Context: an optimization exercise on an open-source flow, tuned for small area, a short achievable clock period and few clock cycles. The choices shown serve that exercise and are no tape-out recipe.
RTL that was checked went through simulation tests only; none was proved equivalent to the original.
No activity file was given, so power comes from the tool's default toggle rates.

==> flow/design.v (excerpt) <==
module cpu_system(
    input          clk,
    input          reset,
    output         imem_read,
    output [5:0]   imem_addr,
    input  [127:0] imem_rdata,
    input          imem_busywait,
    output         dmem_read,
    output         dmem_write,
    output [5:0]   dmem_addr,
    output [31:0]  dmem_wdata,
    input  [31:0]  dmem_rdata,
    input          dmem_busywait,
    output         ret_valid,
    output [31:0]  ret_pc,
    output         ret_rf_we,
    output [2:0]   ret_rf_waddr,
    output [7:0]   ret_rf_wdata
);
    localparam OP_LOADI = 4'd0,  OP_ADD = 4'd1,  OP_SUB = 4'd2,  OP_OR  = 4'd3,
               OP_AND   = 4'd4,  OP_NOP = 4'd5,  OP_BEQ = 4'd6,  OP_BNE = 4'd7,
               OP_LSL   = 4'd8,  OP_LSR = 4'd9,  OP_ASR = 4'd10, OP_ROR = 4'd11,
               OP_LWI   = 4'd12, OP_LWD = 4'd13, OP_SWI = 4'd14, OP_SWD = 4'd15;
    function [15:0] compress(input [31:0] ins, input [7:0] pclo);
        reg [4:0]  op;
        reg [2:0]  rd, rs, rt;
        reg [7:0]  tgt;
        reg [14:0] nb;
        begin
            op  = ins[28:24];
            rd  = ins[18:16];
            rs  = ins[10:8];
            rt  = ins[2:0];
            tgt = pclo + 8'd1 + ins[23:16];
            case (op)
                5'd0:  nb = {OP_OR,  rd, 2'b00, rt, rt};
                5'd1:  nb = {OP_LOADI, rd, ins[7:0]};
                5'd2:  nb = {OP_ADD, rd, 2'b00, rs, rt};
                5'd3:  nb = {OP_SUB, rd, 2'b00, rs, rt};
                5'd4:  nb = {OP_OR,  rd, 2'b00, rs, rt};
                5'd5:  nb = {OP_AND, rd, 2'b00, rs, rt};
                5'd9:  nb = {OP_LSL, rd, 2'b00, rs, rt};
                5'd10: nb = {OP_LSR, rd, 2'b00, rs, rt};
                5'd11: nb = {OP_ASR, rd, 2'b00, rs, rt};
                5'd12: nb = {OP_ROR, rd, 2'b00, rs, rt};
                5'd13: nb = {OP_LWI, rd, ins[7:0]};
                5'd14: nb = {OP_LWD, rd, 2'b00, rt, 3'd0};
                5'd15: nb = {OP_SWI, ins[7:0], rs};
                5'd16: nb = {OP_SWD, 5'd0, rt, rs};
                default: nb = {OP_NOP, 11'd0};
            endcase
  ...
For scale: about 3600 cells after synthesis, roughly 260 I/O pins, ~51000 um2 of cells after synthesis.
export LEC_CHECK = 0
export CAP_MARGIN = 20
export CORE_MARGIN = 2
export CORE_UTILIZATION = 70
export CTS_BUF_LIST = sky130_fd_sc_hd__clkbuf_8
export SLEW_MARGIN = 20
create_clock -name core_clock -period 10.0 [get_ports {clk}]
standard.sh (not shown) runs the stock make flow with config.mk's settings and CLKGATE_MAP_FILE= SYNTH_SCRIPT=/design/flow/synth_recipe.tcl, a recipe that flattens the netlist after the stock synthesis.
==> flow/flow/run.sh <==
#!/bin/bash
# The standard layout (the standard.sh), with timing repair aiming below
# the clock period, and plain buffers on the ports. The whole make output goes
# to standard_flow.log here; each tool's own log is under orfs/logs/.
set -euo pipefail
bash standard.sh SETUP_SLACK_MARGIN=8 TNS_END_PERCENT=0 "BUFFER_PORTS_ARGS=-buffer_cell sky130_fd_sc_hd__buf_2" finish > standard_flow.log 2>&1
Testbench counts at the start, summed over its fixed seeds: cycles 132,922.
Change:
--- a/flow/design.v
+++ b/flow/design.v
@@ -216,30 +216,23 @@
                 ic_valid[iaddr[2:0]] <= 1'b1;
             end
         end else if (!fhit && !mispred) begin
             ireq  <= 1'b1;
             iaddr <= pcf[7:2];
         end else if (fseq_miss) begin
             ireq  <= 1'b1;
             iaddr <= nblk;
         end
     end
-    reg         pupd, ptaken;
-    reg  [4:0]  pidx;
     always @(posedge clk) begin
-        pupd   <= mispred && !reset;
-        ptaken <= x_taken;
-        pidx   <= xpc[4:0];
-    end
-    always @(posedge clk) begin
-        if (pupd)
-            pbit[pidx] <= ptaken;
+        if (mispred)
+            pbit[xpc[4:0]] <= x_taken;
         if (ireq && !imem_busywait)
             pbit[{iaddr[2:0], 2'd0} +: 4] <= {predict(imem_rdata[127:96]), predict(imem_rdata[95:64]),
                                               predict(imem_rdata[63:32]),  predict(imem_rdata[31:0])};
     end
     always @(posedge clk) begin
         if (ireq && !imem_busywait) begin
             ic_tag[iaddr[2:0]] <= iaddr[5:3];
             ic_blk[iaddr[2:0]] <= {compress(imem_rdata[127:96], {iaddr, 2'd3}),
                                    compress(imem_rdata[95:64],  {iaddr, 2'd2}),
                                    compress(imem_rdata[63:32],  {iaddr, 2'd1}),
What happened: Sequential power hardly moves. Sequential cell count fell by 2. Global-route usage grows by 1.9 points. Routed wire length increases by 2.4%. Sequential share of layout area rises by 0.46 points. Cell count is about the same. Area after synthesis came out lower by 1.1%. Worst hold slack got worse by 22 ps. Power climbs by 1.5%. Cell area shrinks by 1.0%. Setup slack gets worse by 200 ps. Via count is higher by 0.88%.
No functional check of the RTL was part of the second run of this note.

-- re-timing with driven ports --
The flow's constraints put no driver on any port. The routed layouts listed below were extracted and timed again, unchanged, in two steps. Step 1 assumes that a clkbuf_16 drives the clock port and a buf_2 every other input. Step 2, shift: input delay + t, output delay - t, t = (earliest + latest rising clock arrival at the registers) / 2. This alone moves slack from input paths to output paths. Three values: ideal, step 1, step 2; two values: the first two.
| run | shift t [ns] | slack for setup (ns) | worst hold slack (ns) | latest minus earliest clock arrival (ns) | pins driven straight from the clock port |
|---|---|---|---|---|---|
| the first run | 0.888 | 6.349 / 6.349 / 5.664 | 0.401 / 0.401 / 0.401 | 0.058 / 0.058 | 1 |
| the second run | 0.893 | 6.144 / 6.144 / 5.388 | 0.379 / 0.379 / 0.379 | 0.057 / 0.057 | 1 |
After both steps setup and hold are still met in every run listed. The setup slack of the second run, which loses most, moves by 0.000 ns with the drivers and by -0.756 ns with both steps.
